This is an optimization exercise on Yosys and OpenROAD, whose aim is small area, not a production implementation.
Function was checked by simulation only, so behaviour that the tests miss may differ from the original.
Power figures rest on the tool's default switching activity, not on a simulated workload.

==> flow/design.v (outline; a module is shown in full before it is edited, if it fits) <==
// module abs_thr_comparator: 18 lines
// module spr_re_gamma_lut: 47 lines
// module spr_de_gamma_lut: 2058 lines
// module sharpness: 74 lines
// module core_l: 64 lines
// module spr_core: 66 lines
// module spr_top: 233 lines
module spr_top (
    input clk,
    input rst_n,
    input i_hs,
    input i_vs,
    input i_de,
    input i_spr_sharp_en,
    input i_spr_sharp_prt,
    input i_spr_seperate_case,
    input [12:0] i_spr_thr_hi,
    input [12:0] i_spr_thr_lo,
    input [11:0] i_spr_thr_edge_r,
    input [13:0] i_pValue2_edge_r,
    input [13:0] i_pValue3_edge_r,
    input [13:0] i_pValue4_edge_r,
    input [13:0] i_pValue5_edge_r,
    input [13:0] i_pValue_border_r,
    input [11:0] i_spr_thr_edge_b,
    input [13:0] i_pValue2_edge_b,
    input [13:0] i_pValue3_edge_b,
    input [13:0] i_pValue4_edge_b,
    input [13:0] i_pValue5_edge_b,
    input [13:0] i_pValue_border_b,
    input [119:0] i_data,
    output o_valid,
    output [95:0] o_data
);
  // ...
==> flow/run.sh <==
#!/bin/bash
# synth_recipe.tcl (not shown) runs the flow's synth.tcl, then flattens the netlist and writes it again
# the make line also repeats each setting of config.mk as NAME=value (left out here)
make -C /OpenROAD-flow-scripts/flow DESIGN_CONFIG=/design/flow/config.mk WORK_HOME=/design/flow/orfs CLKGATE_MAP_FILE= SYNTH_SCRIPT=/design/flow/synth_recipe.tcl finish
==> flow/config.mk <==
export PLATFORM = sky130hd
export DESIGN_NAME = spr_top
export DESIGN_NICKNAME = spr_top
export VERILOG_FILES = /design/flow/design.v
export SDC_FILE = /design/flow/constraint.sdc
export NUM_CORES = 8
export LEC_CHECK = 0
export CAP_MARGIN = 20
export CORE_MARGIN = 2
export CORE_UTILIZATION = 40
export SLEW_MARGIN = 20
export SYNTH_MEMORY_MAX_BITS = 65536
==> flow/constraint.sdc <==
create_clock -name core_clock -period 8.0 [get_ports {clk}]
set_input_delay 1.6000 -clock core_clock [delete_from_list [all_inputs] [get_ports {clk}]]
set_output_delay 1.6000 -clock core_clock [all_outputs]
set_load 0.01 [all_outputs]
==> results.txt, run 1 <==
ratio of cells with drive above 1 in the final layout 21.6%; CTS buffer count 314; most frequent cells in the layout 4283 x buf_4, 2922 x nand2_1, 2877 x inv_1; hold wc startpoint d2[1]; Final Core Density 50.7%; most used cell, CP ha_4; Lkg Pwr 151 nW; crit path launch g_shc[1].g_px[1].u_shp.xa[1]; n_taps 8700; outcome failed layout checks; most common cell after layout, fill and taps aside buf_4; Routed WL 919 mm; final setup margin -3.14 ns; Simple-Gate Fraction of Synth Area 17.2%; Post-DP Area 306000 um2; GRT Residual Overflow 0; Critical-path top delay cell fa_1; initial DRC count 20.9k; fin cells 44.1k; Synth Area in XOR/XNOR 5.34%; dominant cells by area after synthesis dfxtp_1 14%, ha_1 13%, fa_1 12%, edfxtp_1 9.6%, nand2_1 4.4%; Synth Instances 31.3k; Synth Area in Compound Gates 17.5%; Routed Antenna Nets 0; critical path depth 53; layout check failures negative setup slack; clock skew 0.0718 ns; Hold Buf Count CTS 0; FILL cells 61.8k; Period minus WS final 11.14 ns; reg2reg end g_shc[1].g_px[1].u_shp.sb[0]; wl on met1 410 mm; ys async rst share 0%; number of synthesized flops with an enable pin 846; share of the synthesized area in the top cell type 14.3%; max layer used met5; Final Cell Area 334000 um2; final setup violation count 128
==> module sharpness, before the edit <==
module sharpness #(
    parameter GREEN = 0
) (
    input clk,
    input en,
    input valid,
    input spr_sharp_prt,
    input [10:0] x_in,
    input sel,
    input [9:0] dot_in,
    output [11:0] y_out,
    output [7:0] g_out
);
localparam W = GREEN ? 8 : 12;
reg [10:0] xa;
wire [11:0] xs = {xa, 1'b0};
wire cpr_0 = (xs >= 12'd3072);
wire cpr_1 = (xs >= 12'd2048);
wire cpr_2 = (xs >= 12'd1024);
reg [12:0] sub2;
reg [11:0] sub3;
always @(*) begin
    case ({cpr_0, cpr_1, cpr_2})
        3'b111: begin sub2 = 13'd4096; sub3 = 12'd3072; end
        3'b011: begin sub2 = 13'd3072; sub3 = 12'd2048; end
        3'b001: begin sub2 = 13'd2048; sub3 = 12'd1024; end
        default: begin sub2 = 13'd1024; sub3 = 12'd0; end
    endcase
end
wire [12:0] sub_left_w = sub2 - {1'b0, xs};
wire [11:0] sub_left = sub_left_w[11:0];
wire [11:0] sub_right = xs - sub3;
wire [13:0] add_left_tmp = {2'b0, sub_left} + {1'b0, sub_left, 1'b0};
wire [13:0] add_right_tmp = {2'b0, sub_right} + {1'b0, sub_right, 1'b0};
reg [11:0] add_left, add_right;
always @(*) begin
    case ({cpr_0, cpr_1, cpr_2})
        3'b111: begin add_left = sub_left >> 2; add_right = sub_right >> 3; end
        3'b011: begin add_left = sub_left >> 1; add_right = sub_right >> 2; end
        3'b001: begin add_left = add_left_tmp[13:2]; add_right = sub_right >> 1; end
        default: begin add_left = sub_left; add_right = add_right_tmp[13:2]; end
    endcase
end
wire [11:0] sharp_fac = add_left + add_right;
wire [8:0] s9 = sharp_fac[9:1];
wire [18:0] prod = dot_in * s9;
wire [11:0] m = sel ? 12'd0 : (spr_sharp_prt ? prod[18:7] : {dot_in, 2'b00});
wire [12:0] ysum = {1'b0, xs} + {1'b0, m};
wire [11:0] y = ysum[12] ? 12'hFFF : ysum[11:0];
wire [W-1:0] yst;
generate if (GREEN) begin : g_dg
    spr_de_gamma_lut u_dg(.x(y[11:1]), .y(yst));
end else begin : g_y
    assign yst = y;
end endgenerate
reg [W-1:0] sb, sc, sd, se, sf;
always @(posedge clk) begin
    if (en) begin
        xa <= x_in;
        sb <= yst;
        sc <= sb;
        sd <= sc;
        se <= sd;
        sf <= se;
    end
end
generate if (GREEN) begin : g_o_g
    assign g_out = valid ? sf : 8'd0;
    assign y_out = 12'd0;
end else begin : g_o_y
    assign y_out = valid ? sf : 12'd0;
    assign g_out = 8'd0;
end endgenerate
endmodule
==> module core_l, before the edit <==
module core_l (
    input clk,
    input en,
    input use_border,
    input is_first_pixel,
    input spr_seperate_case,
    input [11:0] spr_thr_edge,
    input [13:0] pValue2_edge,
    input [13:0] pValue3_edge,
    input [13:0] pValue4_edge,
    input [13:0] pValue5_edge,
    input [13:0] pValue_border,
    input [11:0] prev,
    input [11:0] curr,
    input [11:0] next,
    output [10:0] core_out
);
wire is_original = (prev == 0) ^ (curr == 0);
wire is_boarder = use_border & is_first_pixel;
wire [12:0] cp = curr - prev;
wire [12:0] cn = curr - next;
wire [12:0] abs_cp = ~cp + 1'b1;
wire [12:0] abs_cn = cn[12] ? ~cn + 1'b1 : cn;
wire [12:0] cp_s = cp >> 4;
wire [12:0] acp_s = abs_cp >> 4;
wire [12:0] acn_s = abs_cn >> 4;
wire e2 = cp[12] ? 1'b0 : ((cp_s >= spr_thr_edge) && (acn_s >= spr_thr_edge));
wire e3 = cp[12] ? 1'b0 : ((cp_s >= spr_thr_edge) && (acn_s < spr_thr_edge));
wire e4 = cp[12] ? ((acp_s >= spr_thr_edge) && (acn_s <= spr_thr_edge)) : 1'b0;
wire e5 = cp[12] ? ((acp_s >= spr_thr_edge) && (acn_s > spr_thr_edge)) : 1'b0;
wire special_w = spr_seperate_case ? (is_boarder | e2 | e3 | e4 | e5) : is_original;
wire [2:0] wsel_w = !spr_seperate_case ? 3'd0 :
                    is_boarder ? 3'd4 :
                    e3 ? 3'd1 : e4 ? 3'd2 : e5 ? 3'd3 : 3'd0;
reg [12:0] add_r;
reg special_r1, special_r2;
reg [2:0] wsel_r;
always @(posedge clk) begin
    add_r <= prev + curr;
    special_r1 <= special_w;
    wsel_r <= wsel_w;
end
reg [13:0] mult2;
always @(*) begin
    case (wsel_r)
        3'd1: mult2 = pValue3_edge;
        3'd2: mult2 = pValue4_edge;
        3'd3: mult2 = pValue5_edge;
        3'd4: mult2 = pValue_border;
        default: mult2 = pValue2_edge;
    endcase
end
wire [19:0] mult_w = add_r * mult2;
wire [11:0] mult_s = mult_w[19:8];
wire [10:0] mult_sat = mult_s[11] ? 11'h7FF : mult_s[10:0];
reg [10:0] mult_r;
reg [10:0] avg_r;
always @(posedge clk) begin
    if (en) mult_r <= mult_sat;
    avg_r <= add_r[12:2];
    special_r2 <= special_r1;
end
assign core_out = special_r2 ? mult_r : avg_r;
endmodule
==> module spr_top, before the edit <==
module spr_top (
    input clk,
    input rst_n,
    input i_hs,
    input i_vs,
    input i_de,
    input i_spr_sharp_en,
    input i_spr_sharp_prt,
    input i_spr_seperate_case,
    input [12:0] i_spr_thr_hi,
    input [12:0] i_spr_thr_lo,
    input [11:0] i_spr_thr_edge_r,
    input [13:0] i_pValue2_edge_r,
    input [13:0] i_pValue3_edge_r,
    input [13:0] i_pValue4_edge_r,
    input [13:0] i_pValue5_edge_r,
    input [13:0] i_pValue_border_r,
    input [11:0] i_spr_thr_edge_b,
    input [13:0] i_pValue2_edge_b,
    input [13:0] i_pValue3_edge_b,
    input [13:0] i_pValue4_edge_b,
    input [13:0] i_pValue5_edge_b,
    input [13:0] i_pValue_border_b,
    input [119:0] i_data,
    output o_valid,
    output [95:0] o_data
);
genvar c, k;
wire clr = !i_hs || !i_vs;
reg spr_sharp_en, spr_sharp_prt, spr_seperate_case;
reg [12:0] spr_thr_hi, spr_thr_lo;
reg [11:0] spr_thr_edge_r, spr_thr_edge_b;
reg [13:0] pValue_border_r, pValue2_edge_r, pValue3_edge_r, pValue4_edge_r, pValue5_edge_r;
reg [13:0] pValue_border_b, pValue2_edge_b, pValue3_edge_b, pValue4_edge_b, pValue5_edge_b;
always @(posedge clk) begin
    if (!rst_n) begin
        spr_sharp_en <= 0;
        spr_sharp_prt <= 0;
        spr_seperate_case <= 0;
        spr_thr_hi <= 0;
        spr_thr_lo <= 0;
        spr_thr_edge_r <= 0;
        pValue2_edge_r <= 0;
        pValue3_edge_r <= 0;
        pValue4_edge_r <= 0;
        pValue5_edge_r <= 0;
        pValue_border_r <= 0;
        spr_thr_edge_b <= 0;
        pValue2_edge_b <= 0;
        pValue3_edge_b <= 0;
        pValue4_edge_b <= 0;
        pValue5_edge_b <= 0;
        pValue_border_b <= 0;
    end
    else if (!i_vs) begin
        spr_sharp_en <= i_spr_sharp_en;
        spr_sharp_prt <= i_spr_sharp_prt;
        spr_seperate_case <= i_spr_seperate_case;
        spr_thr_hi <= i_spr_thr_hi;
        spr_thr_lo <= i_spr_thr_lo;
        spr_thr_edge_r <= i_spr_thr_edge_r;
        pValue2_edge_r <= i_pValue2_edge_r;
        pValue3_edge_r <= i_pValue3_edge_r;
        pValue4_edge_r <= i_pValue4_edge_r;
        pValue5_edge_r <= i_pValue5_edge_r;
        pValue_border_r <= i_pValue_border_r;
        spr_thr_edge_b <= i_spr_thr_edge_b;
        pValue2_edge_b <= i_pValue2_edge_b;
        pValue3_edge_b <= i_pValue3_edge_b;
        pValue4_edge_b <= i_pValue4_edge_b;
        pValue5_edge_b <= i_pValue5_edge_b;
        pValue_border_b <= i_pValue_border_b;
    end
end
reg [19:0] de_r;
reg [3:0] hd_cnt;        
reg [4:0] dly_cnt;
reg odd_even_flag;
always @(posedge clk) begin
    if (!rst_n || clr) de_r <= 0;
    else de_r <= {de_r[18:0], i_de};
end
always @(posedge clk) begin
    if (!rst_n || clr) hd_cnt <= 0;
    else if (!de_r[0]) hd_cnt <= 0;
    else if (hd_cnt != 4'd15) hd_cnt <= hd_cnt + 1'b1;
end
always @(posedge clk) begin
    if (clr) dly_cnt <= 0;
    else dly_cnt <= (!de_r[0] && de_r[19]) ? dly_cnt + 1'b1 : 5'd0;
end
always @(posedge clk) begin
    if (!rst_n || !i_vs) odd_even_flag <= 0;
    else if (dly_cnt == 5'd18) odd_even_flag <= ~odd_even_flag;
end
wire is_first_pixel_shp = (hd_cnt == 4'd4);
wire is_first_pixel_core = (hd_cnt == 4'd13);
wire is_last_pixel = (dly_cnt == 5'd4);
wire shp_en = de_r[0] || de_r[19];
assign o_valid = de_r[19];
reg [119:0] d0, d1, d2, d3, d4;
always @(posedge clk) begin
    if (i_de) d0[29:0] <= i_data[29:0];
    d0[119:30] <= i_data[119:30];
    d1 <= d0;
    d2 <= d1;
    d3 <= d2;
    d4 <= d3;
end
wire [10:0] rg [0:11];
generate for (c = 0; c < 12; c = c + 1) begin : g_rg
    spr_re_gamma_lut u_rg(.x(d4[10*c +: 10]), .y(rg[c]));
end endgenerate
reg  [10:0] bq [0:2][1:4];
reg  [10:0] b0 [0:2];
wire [10:0] b5 [0:2];
reg  [10:0] bd [0:2][0:5];
generate for (c = 0; c < 3; c = c + 1) begin : g_buf
    always @(posedge clk) begin
        if (clr) begin
            bq[c][1] <= 0; bq[c][2] <= 0; bq[c][3] <= 0; bq[c][4] <= 0;
        end
        else if (de_r[4]) begin
            bq[c][1] <= rg[c];
            bq[c][2] <= rg[3 + c];
            bq[c][3] <= rg[6 + c];
            bq[c][4] <= rg[9 + c];
        end
    end
    always @(posedge clk) begin
        if (clr) b0[c] <= 0;
        else b0[c] <= spr_sharp_en ? (is_first_pixel_shp ? rg[c] : bq[c][4]) : 11'd0;
    end
    assign b5[c] = is_last_pixel ? bq[c][4] : rg[c];
    always @(posedge clk) begin
        bd[c][0] <= b0[c];
        bd[c][1] <= bq[c][1];
        bd[c][2] <= bq[c][2];
        bd[c][3] <= bq[c][3];
        bd[c][4] <= bq[c][4];
        bd[c][5] <= b5[c];
    end
end endgenerate
reg [5:0] sv;
always @(posedge clk) begin
    if (clr) sv <= 0;
    else if (shp_en) sv <= {sv[4:0], 1'b1};
end
wire [11:0] shp_y [0:2][0:3];    
wire [7:0]  shp_gd [0:3];        
generate for (c = 0; c < 3; c = c + 1) begin : g_shc
    wire [11:0] p [0:5];
    for (k = 0; k < 6; k = k + 1) begin : g_p
        assign p[k] = spr_sharp_en ? {bd[c][k], 1'b0} : 12'd0;
    end
    wire [12:0] dd [0:4];
    for (k = 0; k < 5; k = k + 1) begin : g_dd
        assign dd[k] = p[k+1] - p[k];      
    end
    for (k = 0; k < 4; k = k + 1) begin : g_px
        wire [12:0] prev_d = dd[k];
        wire [12:0] next_d = ~dd[k+1] + 1'b1;
        wire sel_w;
        abs_thr_comparator u_cmp(
            .curr_prev_diff(prev_d),
            .curr_next_diff(next_d),
            .spr_thr_hi(spr_thr_hi),
            .spr_thr_lo(spr_thr_lo),
            .shp_sel(sel_w)
        );
        wire [13:0] lap = {prev_d[12], prev_d} + {next_d[12], next_d};
        wire [9:0] lap_t = lap[13] ? 10'd0 : lap[12:3];
        reg sel_r;
        reg [9:0] g6;
        always @(posedge clk) begin
            sel_r <= sel_w;
            if (clr) g6 <= 0;
            else if (de_r[6]) g6 <= lap_t;
        end
        wire [11:0] y_out;
        wire [7:0] g_out;
        sharpness #(.GREEN(c == 1)) u_shp(
            .clk(clk),
            .en(shp_en),
            .valid(sv[5]),
            .spr_sharp_prt(spr_sharp_prt),
            .x_in(bd[c][k+1]),
            .sel(sel_r),
            .dot_in(g6),
            .y_out(y_out),
            .g_out(g_out)
        );
        assign shp_y[c][k] = y_out;
        if (c == 1) begin : g_gd
            assign shp_gd[k] = g_out;
        end
    end
end endgenerate
reg [31:0] gdl [0:6];
always @(posedge clk) begin
    gdl[0] <= {shp_gd[3], shp_gd[2], shp_gd[1], shp_gd[0]};
    gdl[1] <= gdl[0];
    gdl[2] <= gdl[1];
    gdl[3] <= gdl[2];
    gdl[4] <= gdl[3];
    gdl[5] <= gdl[4];
    gdl[6] <= gdl[5];
end
wire [15:0] core_dg_r, core_dg_b;
spr_core #(.BLUE(0)) u_core_r(
    .clk(clk), .clr(clr), .ld(de_r[12]), .en(de_r[13]),
    .odd_even_flag(odd_even_flag), .is_first_pixel(is_first_pixel_core),
    .spr_seperate_case(spr_seperate_case), .spr_thr_edge(spr_thr_edge_r),
    .pValue2_edge(pValue2_edge_r), .pValue3_edge(pValue3_edge_r),
    .pValue4_edge(pValue4_edge_r), .pValue5_edge(pValue5_edge_r),
    .pValue_border(pValue_border_r),
    .s0(shp_y[0][0]), .s1(shp_y[0][1]), .s2(shp_y[0][2]), .s3(shp_y[0][3]),
    .dg(core_dg_r)
);
spr_core #(.BLUE(1)) u_core_b(
    .clk(clk), .clr(clr), .ld(de_r[12]), .en(de_r[13]),
    .odd_even_flag(odd_even_flag), .is_first_pixel(is_first_pixel_core),
    .spr_seperate_case(spr_seperate_case), .spr_thr_edge(spr_thr_edge_b),
    .pValue2_edge(pValue2_edge_b), .pValue3_edge(pValue3_edge_b),
    .pValue4_edge(pValue4_edge_b), .pValue5_edge(pValue5_edge_b),
    .pValue_border(pValue_border_b),
    .s0(shp_y[2][0]), .s1(shp_y[2][1]), .s2(shp_y[2][2]), .s3(shp_y[2][3]),
    .dg(core_dg_b)
);
wire [31:0] o_data_r = odd_even_flag ? {core_dg_r[15:8], 8'b0, core_dg_r[7:0], 8'b0} : {8'b0, core_dg_r[15:8], 8'b0, core_dg_r[7:0]};
wire [31:0] o_data_b = odd_even_flag ? {8'b0, core_dg_b[15:8], 8'b0, core_dg_b[7:0]} : {core_dg_b[15:8], 8'b0, core_dg_b[7:0], 8'b0};
assign o_data = {o_data_b, gdl[6], o_data_r};
endmodule
==> run 2: changes to the inputs <==
--- a/flow/design.v
+++ b/flow/design.v
@@ -2136,52 +2136,29 @@
 );
 localparam W = GREEN ? 8 : 12;
 reg [10:0] xa;
-wire [11:0] xs = {xa, 1'b0};
-wire cpr_0 = (xs >= 12'd3072);
-wire cpr_1 = (xs >= 12'd2048);
-wire cpr_2 = (xs >= 12'd1024);
-reg [12:0] sub2;
-reg [11:0] sub3;
-always @(*) begin
-    case ({cpr_0, cpr_1, cpr_2})
-        3'b111: begin sub2 = 13'd4096; sub3 = 12'd3072; end
-        3'b011: begin sub2 = 13'd3072; sub3 = 12'd2048; end
-        3'b001: begin sub2 = 13'd2048; sub3 = 12'd1024; end
-        default: begin sub2 = 13'd1024; sub3 = 12'd0; end
-    endcase
-end
-wire [12:0] sub_left_w = sub2 - {1'b0, xs};
-wire [11:0] sub_left = sub_left_w[11:0];
-wire [11:0] sub_right = xs - sub3;
-wire [13:0] add_left_tmp = {2'b0, sub_left} + {1'b0, sub_left, 1'b0};
-wire [13:0] add_right_tmp = {2'b0, sub_right} + {1'b0, sub_right, 1'b0};
-reg [11:0] add_left, add_right;
-always @(*) begin
-    case ({cpr_0, cpr_1, cpr_2})
-        3'b111: begin add_left = sub_left >> 2; add_right = sub_right >> 3; end
-        3'b011: begin add_left = sub_left >> 1; add_right = sub_right >> 2; end
-        3'b001: begin add_left = add_left_tmp[13:2]; add_right = sub_right >> 1; end
-        default: begin add_left = sub_left; add_right = add_right_tmp[13:2]; end
-    endcase
-end
-wire [11:0] sharp_fac = add_left + add_right;
-wire [8:0] s9 = sharp_fac[9:1];
-wire [18:0] prod = dot_in * s9;
-wire [11:0] m = sel ? 12'd0 : (spr_sharp_prt ? prod[18:7] : {dot_in, 2'b00});
-wire [12:0] ysum = {1'b0, xs} + {1'b0, m};
-wire [11:0] y = ysum[12] ? 12'hFFF : ysum[11:0];
-wire [W-1:0] yst;
+reg [8:0] s9;
+wire [1:0] fr = x_in[10:9];
+wire [8:0] fu = x_in[8:0];
+wire [8:0] fcu = fu[8:1] + fu[0];
+wire [10:0] fbase = (fr == 2'd0) ? 11'd1024 : (fr == 2'd1) ? 11'd768 : (fr == 2'd2) ? 11'd512 : 11'd256;
+wire [10:0] sharp_fac = fbase - {2'b0, fcu} + ((fr == 2'd3) ? {4'd0, fu[8:2]} : 11'd0);
+wire [9:0] ms = sel ? 10'd0 : (spr_sharp_prt ? {1'b0, s9} : 10'd512);
+wire [19:0] acc = dot_in * ms + {1'b0, xa, 8'd0};
+wire [11:0] y = acc[19] ? 12'hFFF : acc[18:7];
+reg [11:0] sb;
+reg [W-1:0] sc, sd, se, sf;
+wire [W-1:0] ysc;
 generate if (GREEN) begin : g_dg
-    spr_de_gamma_lut u_dg(.x(y[11:1]), .y(yst));
+    spr_de_gamma_lut u_dg(.x(sb[11:1]), .y(ysc));
 end else begin : g_y
-    assign yst = y;
+    assign ysc = sb;
 end endgenerate
-reg [W-1:0] sb, sc, sd, se, sf;
 always @(posedge clk) begin
     if (en) begin
         xa <= x_in;
-        sb <= yst;
-        sc <= sb;
+        s9 <= sharp_fac[9:1];
+        sb <= y;
+        sc <= ysc;
         sd <= sc;
         se <= sd;
         sf <= se;
@@ -2216,16 +2193,20 @@
 wire is_boarder = use_border & is_first_pixel;
 wire [12:0] cp = curr - prev;
 wire [12:0] cn = curr - next;
-wire [12:0] abs_cp = ~cp + 1'b1;
-wire [12:0] abs_cn = cn[12] ? ~cn + 1'b1 : cn;
-wire [12:0] cp_s = cp >> 4;
-wire [12:0] acp_s = abs_cp >> 4;
-wire [12:0] acn_s = abs_cn >> 4;
-wire e2 = cp[12] ? 1'b0 : ((cp_s >= spr_thr_edge) && (acn_s >= spr_thr_edge));
-wire e3 = cp[12] ? 1'b0 : ((cp_s >= spr_thr_edge) && (acn_s < spr_thr_edge));
-wire e4 = cp[12] ? ((acp_s >= spr_thr_edge) && (acn_s <= spr_thr_edge)) : 1'b0;
-wire e5 = cp[12] ? ((acp_s >= spr_thr_edge) && (acn_s > spr_thr_edge)) : 1'b0;
-wire special_w = spr_seperate_case ? (is_boarder | e2 | e3 | e4 | e5) : is_original;
+wire [16:0] t16 = {1'b0, spr_thr_edge, 4'd0};
+wire [16:0] t16p = t16 + 17'd16;
+wire [16:0] cps = {{4{cp[12]}}, cp};
+wire [16:0] cns = {{4{cn[12]}}, cn};
+wire [16:0] cp_a = cps + t16;      
+wire [16:0] cn_a = cns + t16;
+wire [16:0] cn_b = cns + t16p;     
+wire pe  = cp[12] ? (cp_a[16] | (cp_a == 17'd0)) : ({4'd0, cp} >= t16);
+wire nge = cn[12] ? (cn_a[16] | (cn_a == 17'd0)) : ({4'd0, cn} >= t16);
+wire ngt = cn[12] ? (cn_b[16] | (cn_b == 17'd0)) : ({4'd0, cn} >= t16p);
+wire e3 = pe & ~cp[12] & ~nge;
+wire e4 = pe & cp[12] & ~ngt;
+wire e5 = pe & cp[12] & ngt;
+wire special_w = spr_seperate_case ? (is_boarder | pe) : is_original;
 wire [2:0] wsel_w = !spr_seperate_case ? 3'd0 :
                     is_boarder ? 3'd4 :
                     e3 ? 3'd1 : e4 ? 3'd2 : e5 ? 3'd3 : 3'd0;
@@ -2355,7 +2336,8 @@
 genvar c, k;
 wire clr = !i_hs || !i_vs;
 reg spr_sharp_en, spr_sharp_prt, spr_seperate_case;
-reg [12:0] spr_thr_hi, spr_thr_lo;
+reg [12:0] spr_thr_hi;
+reg [11:0] spr_thr_lo_h;     
 reg [11:0] spr_thr_edge_r, spr_thr_edge_b;
 reg [13:0] pValue_border_r, pValue2_edge_r, pValue3_edge_r, pValue4_edge_r, pValue5_edge_r;
 reg [13:0] pValue_border_b, pValue2_edge_b, pValue3_edge_b, pValue4_edge_b, pValue5_edge_b;
@@ -2365,7 +2347,7 @@
         spr_sharp_prt <= 0;
         spr_seperate_case <= 0;
         spr_thr_hi <= 0;
-        spr_thr_lo <= 0;
+        spr_thr_lo_h <= 0;
         spr_thr_edge_r <= 0;
         pValue2_edge_r <= 0;
         pValue3_edge_r <= 0;
@@ -2384,7 +2366,7 @@
         spr_sharp_prt <= i_spr_sharp_prt;
         spr_seperate_case <= i_spr_seperate_case;
         spr_thr_hi <= i_spr_thr_hi;
-        spr_thr_lo <= i_spr_thr_lo;
+        spr_thr_lo_h <= i_spr_thr_lo[12:1];
         spr_thr_edge_r <= i_spr_thr_edge_r;
         pValue2_edge_r <= i_pValue2_edge_r;
         pValue3_edge_r <= i_pValue3_edge_r;
@@ -2436,18 +2418,26 @@
 end
 wire [10:0] rg [0:11];
 generate for (c = 0; c < 12; c = c + 1) begin : g_rg
-    spr_re_gamma_lut u_rg(.x(d4[10*c +: 10]), .y(rg[c]));
+    wire [10:0] f;
+    reg [10:0] r5;
+    spr_re_gamma_lut u_rg(.x(d4[10*c +: 10]), .y(f));
+    always @(posedge clk) r5 <= f;
+    assign rg[c] = r5;
 end endgenerate
+reg first_d, last_d;
+always @(posedge clk) begin
+    first_d <= is_first_pixel_shp;
+    last_d <= is_last_pixel;
+end
 reg  [10:0] bq [0:2][1:4];
 reg  [10:0] b0 [0:2];
-wire [10:0] b5 [0:2];
-reg  [10:0] bd [0:2][0:5];
+wire [10:0] bd [0:2][0:5];
 generate for (c = 0; c < 3; c = c + 1) begin : g_buf
     always @(posedge clk) begin
         if (clr) begin
             bq[c][1] <= 0; bq[c][2] <= 0; bq[c][3] <= 0; bq[c][4] <= 0;
         end
-        else if (de_r[4]) begin
+        else if (de_r[5]) begin
             bq[c][1] <= rg[c];
             bq[c][2] <= rg[3 + c];
             bq[c][3] <= rg[6 + c];
@@ -2456,17 +2446,14 @@
     end
     always @(posedge clk) begin
         if (clr) b0[c] <= 0;
-        else b0[c] <= spr_sharp_en ? (is_first_pixel_shp ? rg[c] : bq[c][4]) : 11'd0;
-    end
-    assign b5[c] = is_last_pixel ? bq[c][4] : rg[c];
-    always @(posedge clk) begin
-        bd[c][0] <= b0[c];
-        bd[c][1] <= bq[c][1];
-        bd[c][2] <= bq[c][2];
-        bd[c][3] <= bq[c][3];
-        bd[c][4] <= bq[c][4];
-        bd[c][5] <= b5[c];
+        else b0[c] <= spr_sharp_en ? (first_d ? rg[c] : bq[c][4]) : 11'd0;
     end
+    assign bd[c][0] = b0[c];
+    assign bd[c][1] = bq[c][1];
+    assign bd[c][2] = bq[c][2];
+    assign bd[c][3] = bq[c][3];
+    assign bd[c][4] = bq[c][4];
+    assign bd[c][5] = last_d ? bq[c][4] : rg[c];
 end endgenerate
 reg [5:0] sv;
 always @(posedge clk) begin
@@ -2481,21 +2468,22 @@
         assign p[k] = spr_sharp_en ? {bd[c][k], 1'b0} : 12'd0;
     end
     wire [12:0] dd [0:4];
+    wire [4:0] dsg, dnz, dah, dal;
     for (k = 0; k < 5; k = k + 1) begin : g_dd
-        assign dd[k] = p[k+1] - p[k];      
+        assign dd[k] = p[k+1] - p[k];
+        wire [12:0] ad = dd[k][12] ? (~dd[k] + 1'b1) : dd[k];
+        assign dsg[k] = dd[k][12];
+        assign dnz[k] = (dd[k] != 13'd0);
+        assign dah[k] = (ad >= spr_thr_hi);
+        assign dal[k] = (ad[12:1] <= spr_thr_lo_h);
     end
     for (k = 0; k < 4; k = k + 1) begin : g_px
-        wire [12:0] prev_d = dd[k];
-        wire [12:0] next_d = ~dd[k+1] + 1'b1;
-        wire sel_w;
-        abs_thr_comparator u_cmp(
-            .curr_prev_diff(prev_d),
-            .curr_next_diff(next_d),
-            .spr_thr_hi(spr_thr_hi),
-            .spr_thr_lo(spr_thr_lo),
-            .shp_sel(sel_w)
-        );
-        wire [13:0] lap = {prev_d[12], prev_d} + {next_d[12], next_d};
+        wire sa = dsg[k];
+        wire sb = ~dsg[k+1] & dnz[k+1];
+        wire c1 = (dah[k] & dah[k+1]) | (sa & dah[k]) | (sb & dah[k+1]);
+        wire c2 = (sa | dal[k]) & (sb | dal[k+1]) & (~sa | dal[k] | ~sb | dal[k+1]);
+        wire sel_w = c1 | c2;
+        wire [13:0] lap = {dd[k][12], dd[k]} - {dd[k+1][12], dd[k+1]};
         wire [9:0] lap_t = lap[13] ? 10'd0 : lap[12:3];
         reg sel_r;
         reg [9:0] g6;
==> flow/flow/run.sh (new file) <==
#!/bin/bash
# Own layout flow: the standard ORFS flow, with a different technology-mapping recipe in
# synthesis (an area-oriented ABC script, ripple adders instead of Kogge-Stone, no half-adder
# extraction). Registers are untouched by these changes; the flow checks that its synthesized
# registers (names and cell types) equal those of the standard synthesis, and falls back to the
# standard synthesis if they do not.
set -uo pipefail
W=$(pwd)
F=$W/flow
mkdir -p $W/logs_own

# synthesis script: the standard flow's, with the abc and extract_fa commands redirected
{
  echo "proc abc {args} {"
  echo "  set i [lsearch -exact \$args -script]"
  echo "  if {\$i >= 0} { set args [lreplace \$args [expr {\$i+1}] [expr {\$i+1}] $F/abc_area.script] }"
  echo "  yosys abc {*}\$args"
  echo "}"
  cat $W/synth_recipe.tcl
} > $W/own_synth.tcl

OWNVARS="SYNTH_OPERATIONS_ARGS=-nofsm ADDER_MAP_FILE="

# 1. the standard synthesis alone, for its register list
sed "s#WORK_HOME=[^ ]*#WORK_HOME=$W/ref_orfs#" $W/standard.sh > $W/ref_synth.sh
bash $W/ref_synth.sh synth > $W/logs_own/ref_synth.log 2>&1
REF=$W/ref_orfs/results/$FLOW_PLATFORM/spr_top/base/1_2_yosys.v

# 2. own synthesis
sed "s#SYNTH_SCRIPT=[^ ]*#SYNTH_SCRIPT=$W/own_synth.tcl#" $W/standard.sh > $W/own_standard.sh
bash $W/own_standard.sh $OWNVARS synth > $W/logs_own/own_synth.log 2>&1
OWN=$W/orfs/results/$FLOW_PLATFORM/spr_top/base/1_2_yosys.v

regs() { grep -oE "sky130_fd_sc_hd__[a-z0-9]+_[0-9]+ +[^ (]+" "$1" | grep -E "__(s?e?df|dl)" | sed -E 's/_[0-9]+ +/ /' | sort; }
if [[ -f $OWN && -f $REF ]] && diff <(regs $REF) <(regs $OWN) > $W/logs_own/regs.diff; then
  echo "own synthesis: registers match the standard synthesis ($(regs $OWN | wc -l))"
  bash $W/own_standard.sh $OWNVARS finish > $W/logs_own/own_flow.log 2>&1
else
  echo "own synthesis: registers differ from the standard synthesis; using the standard flow"
  rm -rf $W/orfs
  bash $W/standard.sh finish > $W/logs_own/std_flow.log 2>&1
fi
ls -la $W/out
==> flow/flow/abc_area.script (new file) <==
strash
&get -n
&fraig -x
&put
scorr
dc2
dretime
strash
&get -n
&dch -f
&nf -p -R 1000
&put
==> flow/standard.sh (new file) <==
#!/bin/bash
# synth_recipe.tcl (not shown) runs the flow's synth.tcl, then flattens the netlist and writes it again
# the make line also repeats each setting of config.mk as NAME=value (left out here)
make -C /OpenROAD-flow-scripts/flow DESIGN_CONFIG=/design/flow/config.mk WORK_HOME=/design/flow/orfs CLKGATE_MAP_FILE= SYNTH_SCRIPT=/design/flow/synth_recipe.tcl "${@:-finish}"
removed: flow/run.sh
==> run 2 against run 1 <==
  * Now clean on timing, DRC and antenna
  * Die area shrank 21%
  * Utilization shrank 4.5 points
  * Area after synthesis shrank 21%
  * Clock power is essentially flat
  * Power shrank 18%
  * Critical endpoint is now g_shc[2].g_px[1].u_shp.sb[5]
==> results.txt, run 2 <==
Area growth, synth to finish 15.0% (was 26.5%); final setup violation count 0 (was 128); Critical-path top delay cell nor2b_1 (was fa_1); YS warnings 14 (was 16); reg2reg start spr_sharp_prt (was g_shc[1].g_px[1].u_shp.xa[1]); die area 526000 um2 (was 667000 um2); busiest grt layer met2 (unchanged); top flop regs gdl (224), g_shc.g_px.u_shp.sb (140) (was gdl (224), bd (198)); critical path fanouts, max 22 (was 4); Post-Syn Area 208000 um2 (was 264000 um2); met2 Use GR 37.7% (was 42.7%); H-tree depth 5 (unchanged); TritonCTS clock tree done (unchanged); outcome no timing/DRC/antenna violations (was failed layout checks); Hold Fails Final Rpt 0 (unchanged); top-count cell post-synth nand2_1 (unchanged); Worst setup EP type flip-flop (unchanged); Biggest register gdl (unchanged); hold wc startpoint d1[83] (was d2[1]); Chip Width 725 um (was 817 um); clk buf depth 4 (unchanged); Seq cells post-synth 2781 (was 2726); initial antenna violation count 23 (was 59); Worst VDD drop 0.211 mV (was 0.672 mV); Routed Antenna Nets 0 (unchanged); Period minus WS final 7.48 ns (was 11.14 ns); GRT Residual Overflow 0 (unchanged); Core Area 518000 um2 (was 658000 um2); drt via density 5.60 (was 5.51); Required @ worst endpoint 8.73 ns (was 8.72 ns); PwrDens 198 nW/um2 (was 172 nW/um2); Int Pwr 31.9 mW (was 35.1 mW); ys async rst share 0% (unchanged); via count 197k (was 243k); WL/cell 19.0 um (was 20.8 um); hold slack final 0.291 ns (was 0.271 ns); Initial Util 40.2% (was 40.1%); hold crit path type reg2reg (unchanged); I/O pins 415 (unchanged); Fmax 134 MHz (was 89.8 MHz); sequential element share of the synthesized area 31.4% (was 23.9%); clock-pin transition on the worst setup and hold timing paths 0.06 ns (was 0.07 ns); number of synthesized flops with an enable pin 966 (was 846); nets 28.3k (was 39.8k); most frequent cells in the layout 4084 x nand2_1, 2725 x nor2_1, 2484 x xnor2_1 (was 4283 x buf_4, 2922 x nand2_1, 2877 x inv_1); CTS buffer count 315 (was 314); post-synthesis net count 26.8k (was 36.0k); initial DRC count 16.3k (was 20.9k); Netlist cell types 72 (was 104); Tightest Pin Transition 1.15 ns (was 1.14 ns); Synth Instances 26.5k (was 31.3k); Max-slew headroom 22.7% (was 23.9%); Startpoint Class flip-flop (unchanged); ratio of cells with drive above 1 in the final layout 5.65% (was 21.6%); Lkg Pwr 83.0 nW (was 151 nW); DIE HEIGHT 725 um (was 817 um); worst skew pair latency 1.00 ns (was 1.03 ns); share of the synthesized area in the top cell type 17.5% (was 14.3%); Routed WL 668 mm (was 919 mm); DRT Pass-1 Iters 8 (was 9); vias in the first global route 182k (was 240k); Root Buffer clkbuf_16 (unchanged); CTS sink cnt 2781 (was 2726); FILL cells 51.6k (was 61.8k); GR Layer Usage met3 3.14% (was 3.19%); Post-synth top cells 4089 x nand2_1, 2775 x nor2_1, 2507 x xnor2_1 (was 3121 x nand2_1, 3012 x inv_1, 2827 x ha_1); M1 GR Usage 34.0% (was 36.6%); Final Core Density 46.2% (was 50.7%); routability-driven placement congestion ratio 0.947 (was 0.970); kind of critical path reg2reg (unchanged); first-pass GRT wire length 1040 mm (was 1410 mm); Sw Pwr 15.4 mW (was 22.3 mW); Primary FF master, synth dfxtp_1 (unchanged); Detail Placement HPWL 500 mm (was 713 mm); Largest register FFs 224 (unchanged); max cap viols 0 (unchanged); DRC 0 (unchanged); combinational power share 33.9% (was 47.6%); most common cell after layout, fill and taps aside nand2_1 (was buf_4); Period Utilization, post-route 93.5% (was 139%); crit path launch spr_sharp_prt (was g_shc[1].g_px[1].u_shp.xa[1]); switching share of power 32.5% (was 38.8%); post-synth top area cell dfxtp_1 (unchanged); largest net degree at the start of global routing 224 (was 162); Data arrival, critical path 8.21 ns (was 11.86 ns); dominant cells by area after synthesis dfxtp_1 17%, edfxtp_1 14%, xnor2_1 11%, nand2_1 7.4%, xor2_1 7.3% (was dfxtp_1 14%, ha_1 13%, fa_1 12%, edfxtp_1 9.6%, nand2_1 4.4%); Synth Area per Inst 7.86 um2 (was 8.44 um2); site row count 264 (was 298); sequential power share 33.8% (was 26.1%); Slew Limit Fails 0 (unchanged); most used cell, CP xnor2_1 (was ha_4); clock skew 0.0604 ns (was 0.0718 ns); RSZ-0062 raised after global routing true (unchanged); total power 47.3 mW (was 57.5 mW); GRT Resource Usage Total 24.1% (was 26.4%); PortBufs 413 (was 414); Clk pwr share 32.3% (was 26.2%); slowest stage delay, CP 0.45 ns (was 0.52 ns)
## run 2: what timing repair did
item	CTS	global route
pin swaps	0	52
setup endpoints to repair	1	252
buffers inserted	0	29
gates resized for setup	1	375
hold buffers	0	0
## run 2: final cells by class
class | count | area (um2) | area share [%]
diodes | 18 | 45.0 | 0.0188
clock buffers | 402 | 8880 | 3.71
clock inverters | 177 | 2240 | 0.937
inverters | 565 | 2150 | 0.900
multi-input cells | 23200 | 142000 | 59.2
flip-flops and latches | 2781 | 65500 | 27.3
well taps | 6916 | 8650 | 3.61
repair buffers | 1189 | 10100 | 4.23
## run 2: worst paths after layout
check	endpoint	slack, ns	depth (start not counted)
worst min register to register	d2[83]	0.29	0
worst max-delay path	g_shc[2].g_px[1].u_shp.sb[5]	0.52	34
worst min-delay path	d2[83]	0.29	0
worst max register to register	g_shc[2].g_px[1].u_shp.sb[5]	0.52	34
## run 2: through the flow
step                setup WS [ns]  std cells  setup TNS (ns)  cell area [um2]
global route               -0.169      35200           -4.29           239000
detailed placement        0.00292      34600               0           227000
floorplan                   0.278      26500               0           208000
finish                      0.520      35200               0           239000
global placement           0.0546      34600               0           227000
CTS                        0.0823      35200               0           238000
## run 2: kinds of logic (layout without fill, tap and decap cells)
logic type / after synthesis / after routing / share of synthesized area (%)
other cells: 0 / 18 / 0
buf+inv: 565 / 2333 / 1.02
fa+ha+maj: 970 / 970 / 4.66
xor+xnor: 4266 / 4266 / 18.1
flops: 2781 / 2781 / 31.4
simple gates: 10700 / 10700 / 23.4
mux: 272 / 272 / 1.36
compound gates: 6941 / 6941 / 20.1
## run 2: worst max-delay path, delay by kind of cell, from the launching register on
family                     cells  cell delay, ns
and+or+nand+nor               12            2.04
xor gates and xnor gates       8            1.59
DFF                            1            0.36
buffers and inverters          3            0.72
AOI/OAI and AO/OA              7            1.24
adders and majority gates      4            1.25
## run 2: per-layer routing
layer	share of wire (%)	up-vias
met1	46	92000
met4	3.8	2
met3	6.9	1302
met2	43	6595
li1	-	97400
met5	0.0019	-
## run 2: power by group through the flow
stage	Combinational (mW)	Clock, mW	Sequential, mW
2_1_floorplan	11.7	0	16.2
3_3_place_gp	15.6	0	16.3
3_5_place_dp	15.7	0	16.3
4_1_cts	15.8	15.7	16.0
5_1_grt	17.9	16.3	16.1
6_report	16.0	15.3	16.0

re-timing with driven ports:
How much do the figures lean on ideal ports? The routed layouts below were timed once more, with nothing changed but the port constraints.
Step 1: set_driving_cell puts a clkbuf_16 on clk and a buf_2 on each other input, an assumption about the parent block.
Step 2 also shifts input and output timing later by t, the mid clock arrival at the registers, as if the neighbouring blocks saw the same clock.
a / b / c = ideal / step 1 / step 2; a / b = the first two.
run	shift t [ns]	slack for setup (ns)	clock arrival spread, ns	slew at the worst register clock pin (ns)
run 1	1.131	-3.140 / -3.140 / -3.140	0.086 / 0.086	0.08 / 0.08
run 2	1.094	0.520 / 0.520 / 0.520	0.071 / 0.071	0.07 / 0.07
